Source: an optimization exercise on an open RTL-to-GDS flow (aim: small area and a short achievable clock period). Production flows keep margins and buffers that such runs may drop. Function was checked by simulation only, so behaviour that the tests miss may differ from the original. The flow treats the clock pin as an ideal source, which a real chip does not have.

// montgomery_top
module montgomery_top (
    input           clk     ,
    input           rst_n   ,
    input           en      ,
    input   [11:0]  a       ,
    input   [11:0]  b       ,
    output          busy    ,
    output          done    ,
    output  [11:0]  r
);
reg [4:0] vld;
always @(posedge clk) begin
    if (!rst_n) vld <= 5'd0;
    else        vld <= {vld[3:0], en};
end
assign done = vld[4];
assign busy = en | done;
reg [11:0] a0, b0;
always @(posedge clk) begin
    a0 <= a;
    b0 <= b;
end
montgomery_multiply u_mm (.clk(clk), .a0(a0), .b0(b0), .r(r));
endmodule
Size: ~41 I/O pins, ~8200 µm² of cells after synthesis.
clock: 8.0 ns
lec_check: 0
abc_clock_period_in_ps: 3500
cap_margin: 20
core_margin: 2
core_utilization: 65
cts_buf_list: sky130_fd_sc_hd__clkbuf_8
cts_cluster_size: 40
setup_slack_margin: 4.4
slew_margin: 20
synth_hierarchical: 1
standard.sh (not shown) runs the stock make flow with config.mk's settings and CLKGATE_MAP_FILE= SYNTH_SCRIPT=/design/flow/synth_recipe.tcl, a recipe that flattens the netlist after the stock synthesis.
==> flow/flow/run.sh <==
#!/bin/bash
# Standard layout, with the port buffers made from the smallest plain buffer, no
# dummy loads in the clock tree, and busy's OR rebuilt as nor2 + inv (busy.tcl).
set -euo pipefail
here=$(pwd)
bash standard.sh "BUFFER_PORTS_ARGS=-buffer_cell sky130_fd_sc_hd__buf_1" \
  "CTS_ARGS=-sink_clustering_enable -repair_clock_nets -dont_use_dummy_load -sink_clustering_size 40 -buf_list sky130_fd_sc_hd__clkbuf_8" \
  "PRE_GLOBAL_PLACE_TCL=$here/flow/busy.tcl" \
  finish > standard_flow.log 2>&1
==> flow/flow/busy.tcl <==
# Before global placement: rebuild busy = en | done as nor2 + inv, which is
# faster than an or2 on the input-to-output path. Same function.
set drv ""
foreach pin [get_pins -of_objects [get_nets busy]] {
  if {[get_property $pin direction] == "output"} { set drv $pin }
}
if {$drv != ""} {
  set inst [get_cells -of_objects $drv]
  set cell [get_property $inst ref_name]
  if {[string match "sky130_fd_sc_hd__or2_*" $cell]} {
    set name [get_property $inst name]
    set na [get_nets -of_objects [get_pins $name/A]]
    set nb [get_nets -of_objects [get_pins $name/B]]
    set ny [get_nets -of_objects [get_pins $name/X]]
    delete_instance $name
    set mid [make_net busy_nor_n]
    make_instance busy_nor sky130_fd_sc_hd__nor2_2
    make_instance busy_inv sky130_fd_sc_hd__inv_2
    connect_pin $na busy_nor/A
    connect_pin $nb busy_nor/B
    connect_pin $mid busy_nor/Y
    connect_pin $mid busy_inv/A
    connect_pin $ny busy_inv/Y
    foreach p {busy_nor/A busy_nor/B busy_nor/Y busy_inv/A busy_inv/Y} {
      if {[get_nets -quiet -of_objects [get_pins $p]] == ""} { error "busy.tcl: $p not connected" }
    }
    puts "busy.tcl: replaced $name ($cell) by nor2 + inv"
  }
}
Change:
PLACE_DENSITY = 0.75   (was not set)
SETUP_SLACK_MARGIN = 4.6   (was 4.4)
What happened: The new run finished clean; area after synthesis stays the same; setup slack improved by 0.022 ns; worst hold slack got worse by 0.030 ns; global-route usage increases by 1.1 points; cell count increases by 1.5%; routed wire length increases by 4.5%; cell area increases by 2.7%.
Change:
PLACE_DENSITY = not set   (was 0.75)
SETUP_SLACK_MARGIN = 4.5   (was 4.6)
- The changed run ran to the end with no violations
- utilization is lower by 0.73 points
- sequential cell count is unchanged
- final cell count is lower by 0.64%
- final area is lower by 0.99%
- area after synthesis is unchanged
- worst hold slack improved by 0.032 ns
- clock-buffer cell count does not change
- sequential share of layout area is higher by 0.18 points
- routed wire length is lower by 7.5%

========
montgomery_top again, from the RTL that the note above started with.
clock: 8.0 ns
lec_check: 0
abc_clock_period_in_ps: 3500
cap_margin: 20
core_margin: 2
core_utilization: 65
cts_buf_list: sky130_fd_sc_hd__clkbuf_8
cts_cluster_size: 40
setup_slack_margin: 4.7
slew_margin: 20
synth_hierarchical: 1
Scripts as last shown in full above: flow/flow/run.sh, flow/flow/busy.tcl
The first run passed the timing, design-rule and antenna checks.
==> next run, changes <==
--- a/flow/flow/run.sh
+++ b/flow/flow/run.sh
@@ -6,4 +6,4 @@
 bash standard.sh "BUFFER_PORTS_ARGS=-buffer_cell sky130_fd_sc_hd__buf_1" \
   "CTS_ARGS=-sink_clustering_enable -repair_clock_nets -dont_use_dummy_load -sink_clustering_size 40 -buf_list sky130_fd_sc_hd__clkbuf_8" \
-  "PRE_GLOBAL_PLACE_TCL=$here/flow/busy.tcl" \
+  "PRE_GLOBAL_PLACE_TCL=$here/flow/busy.tcl" "PRE_CTS_TCL=$here/flow/cts_pre.tcl" \
   finish > standard_flow.log 2>&1
==> flow/flow/cts_pre.tcl (new file) <==
set_max_fanout 40 [current_design]
--- a/flow/config.mk
+++ b/flow/config.mk
@@ -12,5 +12,5 @@
 export CTS_BUF_LIST = sky130_fd_sc_hd__clkbuf_8
 export CTS_CLUSTER_SIZE = 40
-export SETUP_SLACK_MARGIN = 4.7
+export SETUP_SLACK_MARGIN = 4.6
 export SLEW_MARGIN = 20
 export SYNTH_HIERARCHICAL = 1
Sequential share of layout area rises by 0.74 points.
Utilization shrinks by 2.4 points.
Setup slack is about the same.
Sequential cell count is unchanged.
Area after synthesis is unchanged.
Via count fell by about 1.4%.
Die area does not change.
Wire length drops by 2.3%.

========
Starting RTL as in the previous note.
==> flow/config.mk <==
export PLATFORM = sky130hd
export DESIGN_NAME = montgomery_top
export DESIGN_NICKNAME = montgomery_top
export VERILOG_FILES = /design/flow/design.v
export SDC_FILE = /design/flow/constraint.sdc
export NUM_CORES = 4
export LEC_CHECK = 0
export ABC_CLOCK_PERIOD_IN_PS = 3500
export CAP_MARGIN = 20
export CORE_MARGIN = 2
export CORE_UTILIZATION = 65
export CTS_BUF_LIST = sky130_fd_sc_hd__clkbuf_8
export CTS_CLUSTER_SIZE = 40
export SETUP_SLACK_MARGIN = 4.6
export SLEW_MARGIN = 20
export SYNTH_HIERARCHICAL = 1
==> flow/constraint.sdc <==
create_clock -name core_clock -period 8.0 [get_ports {clk}]
set_input_delay 1.6000 -clock core_clock [delete_from_list [all_inputs] [get_ports {clk}]]
set_output_delay 1.6000 -clock core_clock [all_outputs]
set_load 0.01 [all_outputs]
==> flow/flow/run.sh <==
#!/bin/bash
# Standard layout, with the port buffers made from the smallest plain buffer, no
# dummy loads in the clock tree, and busy's OR rebuilt as nor2 + inv (busy.tcl).
set -euo pipefail
here=$(pwd)
bash standard.sh "BUFFER_PORTS_ARGS=-buffer_cell sky130_fd_sc_hd__buf_1" \
  "CTS_ARGS=-sink_clustering_enable -repair_clock_nets -dont_use_dummy_load -sink_clustering_size 40 -buf_list sky130_fd_sc_hd__clkbuf_4" \
  "PRE_GLOBAL_PLACE_TCL=$here/flow/busy.tcl" \
  finish > standard_flow.log 2>&1
Scripts as last shown in full above: flow/flow/busy.tcl
Change:
--- a/flow/flow/run.sh
+++ b/flow/flow/run.sh
@@ -7 +7 @@
-  "CTS_ARGS=-sink_clustering_enable -repair_clock_nets -dont_use_dummy_load -sink_clustering_size 40 -buf_list sky130_fd_sc_hd__clkbuf_4" \
+  "CTS_ARGS=-sink_clustering_enable -repair_clock_nets -dont_use_dummy_load -sink_clustering_size 40 -buf_list sky130_fd_sc_hd__clkbuf_8" \
=> Worst setup slack improved by 0.046 ns. Non-clock buffer count decreases by 9. Via count decreases by 0.66%. Wire length decreases by 0.77%. Register-to-register slack is about the same. Count of clock-buffer cells in the layout does not change. Cell count decreases by 0.96%. Global-route usage hardly moves.

-- separate check: timing with driven ports --
How much do the figures lean on ideal ports? The routed layouts below were timed once more, with nothing changed but the port constraints. Step 1 assumes that a clkbuf_16 drives the clock port and a buf_2 every other input. Step 2 times the ports against the registers' clock, not the clock port: input delays grow and output delays shrink by t, the midpoint of the rising clock arrivals with the driver on. Slacks: no drivers / after step 1 / after step 2; pairs: no drivers / after step 1.
run | t (ns) | setup slack, ns | cell pins on the clock port's net
the first run of note 1 | 0.457 | 4.437 / 4.437 / 4.437 | 1
the second run of note 1 | 0.475 | 4.458 / 4.422 / 4.422 | 1
the third run of note 1 | 0.456 | 4.471 / 4.436 / 4.436 | 1
the first run of note 2 | 0.460 | 4.483 / 4.440 / 4.440 | 1
the second run of note 2 | 0.463 | 4.485 / 4.440 / 4.440 | 1
the first run of note 3 | 0.550 | 4.439 / 4.404 / 4.441 | 1
the second run of note 3 | 0.463 | 4.485 / 4.440 / 4.440 | 1
After both steps setup and hold are still met in every run listed.
